This design comes from an exercise in tuning for small area on the open sky130 flow, not from production work.
Function was checked by simulation only, so behaviour that the tests miss may differ from the original.
Power and IR drop assume default switching activity.

// MIPS
module MIPS(i_clk, i_arst, o_pc_cur, o_pc_next, i_instr, o_mem_addr, o_mem_wdata, o_mem_we, i_mem_rdata);
For scale: about 3,400 cells after synthesis, about 1,100 flip-flops, about 0.048 mm2 of cells after synthesis.
Settings: LEC_CHECK=0, CAP_MARGIN=10, CORE_MARGIN=2, CORE_UTILIZATION=50, GPL_TIMING_DRIVEN=0, SETUP_SLACK_MARGIN=0.6, SLEW_MARGIN=10; clock period 14.0 ns.
standard.sh (not shown) runs the stock make flow with config.mk's settings and CLKGATE_MAP_FILE= SYNTH_SCRIPT=/design/flow/synth_recipe.tcl, a recipe that flattens the netlist after the stock synthesis.
==> flow/flow/run.sh <==
#!/bin/bash
# Own layout flow: the standard ORFS flow (standard.sh), with these changes:
#  - port buffers of the smallest buffer cell (buf_1);
#  - the repair of slew and capacitance after placement uses small cells (flow/resize_pre.tcl);
#  - clock tree of clkbuf_4 in clusters of up to 9 sinks, without dummy loads.
# Each tool writes its full output to its own log under orfs/logs/; make's output goes to
# flow_make.log in the work folder.
set -euo pipefail
WORK=$(cd "$(dirname "$0")/.." && pwd)
cd "$WORK"

CORE="$WORK/flow_synth_core.tcl"
awk -v gates="$WORK/flow/read_port_gates.v" -v abcs="$WORK/flow/abc_area.script" '
	/^read_checkpoint .*1_1_yosys_canonicalize.rtlil/ {
		print; print "delete read_port"; print "read_verilog -overwrite " gates; n1++; next }
	/^  log_cmd abc \{\*\}\$abc_args$/ {
		print "  log_cmd abc -script " abcs " {*}[lrange $abc_args 2 end]"; n2++; next }
	{ print }
	END { if (n1 != 1 || n2 != 1) exit 1 }' "$FLOW_HOME/scripts/synth.tcl" > "$CORE"
sed "s|source \$::env(SCRIPTS_DIR)/synth.tcl|source $CORE|" "$WORK/synth_recipe.tcl" > "$WORK/flow_synth.tcl"
grep -q "flow_synth_core.tcl" "$WORK/flow_synth.tcl"

export PRE_RESIZE_TCL="$WORK/flow/resize_pre.tcl"
export BUFFER_PORTS_ARGS="-buffer_cell sky130_fd_sc_hd__buf_1"
export CTS_ARGS="-sink_clustering_enable -repair_clock_nets -dont_use_dummy_load -buf_list {sky130_fd_sc_hd__clkbuf_4} -sink_clustering_size 9 -sink_clustering_max_diameter 40"

bash "$WORK/standard.sh" SYNTH_SCRIPT="$WORK/flow_synth.tcl" SYNTH_OPERATIONS_ARGS=-noshare ADDER_MAP_FILE= \
	${FLOW_TARGET:-finish} > "$WORK/flow_make.log" 2>&1
[[ -n "${FLOW_TARGET:-}" ]] || test -s "$WORK/out/final.def"
Other scripts of this flow, unchanged in this note and not shown: flow/flow/abc_area.script, flow/flow/read_port_gates.v, flow/flow/resize_pre.tcl
Rerun with:
--- a/flow/flow/run.sh
+++ b/flow/flow/run.sh
@@ -5 +5 @@
-#  - clock tree of clkbuf_4 in clusters of up to 9 sinks, without dummy loads.
+#  - clock tree of clkbuf_4 in clusters of up to 8 sinks, without dummy loads.
@@ -25 +25 @@
-export CTS_ARGS="-sink_clustering_enable -repair_clock_nets -dont_use_dummy_load -buf_list {sky130_fd_sc_hd__clkbuf_4} -sink_clustering_size 9 -sink_clustering_max_diameter 40"
+export CTS_ARGS="-sink_clustering_enable -repair_clock_nets -dont_use_dummy_load -buf_list {sky130_fd_sc_hd__clkbuf_4} -sink_clustering_size 8 -sink_clustering_max_diameter 40"
CAP_MARGIN = 20   (was 10)
SETUP_SLACK_MARGIN = 0.3   (was 0.6)
SLEW_MARGIN = 20   (was 10)
After rerunning: The changed run finished with timing, DRC and antenna clean; sequential cell count stays the same; wire length went up by 1.1%; worst setup slack got worse by 0.41 ns; total power is higher by 0.39%; final cell count rose by 0.32%.
Rerun with:
--- a/flow/flow/run.sh
+++ b/flow/flow/run.sh
@@ -5 +5 @@
-#  - clock tree of clkbuf_4 in clusters of up to 8 sinks, without dummy loads.
+#  - clock tree of clkbuf_4 in clusters of up to 9 sinks, without dummy loads.
@@ -25 +25 @@
-export CTS_ARGS="-sink_clustering_enable -repair_clock_nets -dont_use_dummy_load -buf_list {sky130_fd_sc_hd__clkbuf_4} -sink_clustering_size 8 -sink_clustering_max_diameter 40"
+export CTS_ARGS="-sink_clustering_enable -repair_clock_nets -dont_use_dummy_load -buf_list {sky130_fd_sc_hd__clkbuf_4} -sink_clustering_size 9 -sink_clustering_max_diameter 40"
CAP_MARGIN = 10   (was 20)
CORE_UTILIZATION = 45   (was 50)
SETUP_SLACK_MARGIN = 0.45   (was 0.3)
SLEW_MARGIN = 10   (was 20)
Effect: The new run ran to the end with no violations. Critical path depth is unchanged. Power barely changes. Routed wire length shrinks by a few percent. Non-clock buffer count shrinks by 19.

[re-timing with driven ports]
The results above use ideal ports. As a check the final layouts listed here were re-extracted and re-timed, cells and wires unchanged. Step 1, drivers: a clkbuf_16 drives i_clk and a buf_2 each remaining input, both assumed. Step 2 times the ports against the registers' clock, not the clock port: input delays grow and output delays shrink by t, the midpoint of the rising clock arrivals with the driver on. Three values: ideal ports, drivers, drivers and shift; two values: the first two.
run | t, ns | setup WS [ns] | hold slack, ns
the first run | 1.154 | 0.646 / 0.619 / 0.619 | 0.490 / 0.490 / 0.490
the second run | 1.159 | 0.235 / 0.212 / 0.212 | 0.496 / 0.496 / 0.496
the third run | 1.165 | 0.238 / 0.211 / 0.211 | 0.490 / 0.490 / 0.490
After both steps setup and hold are still met in every run listed.
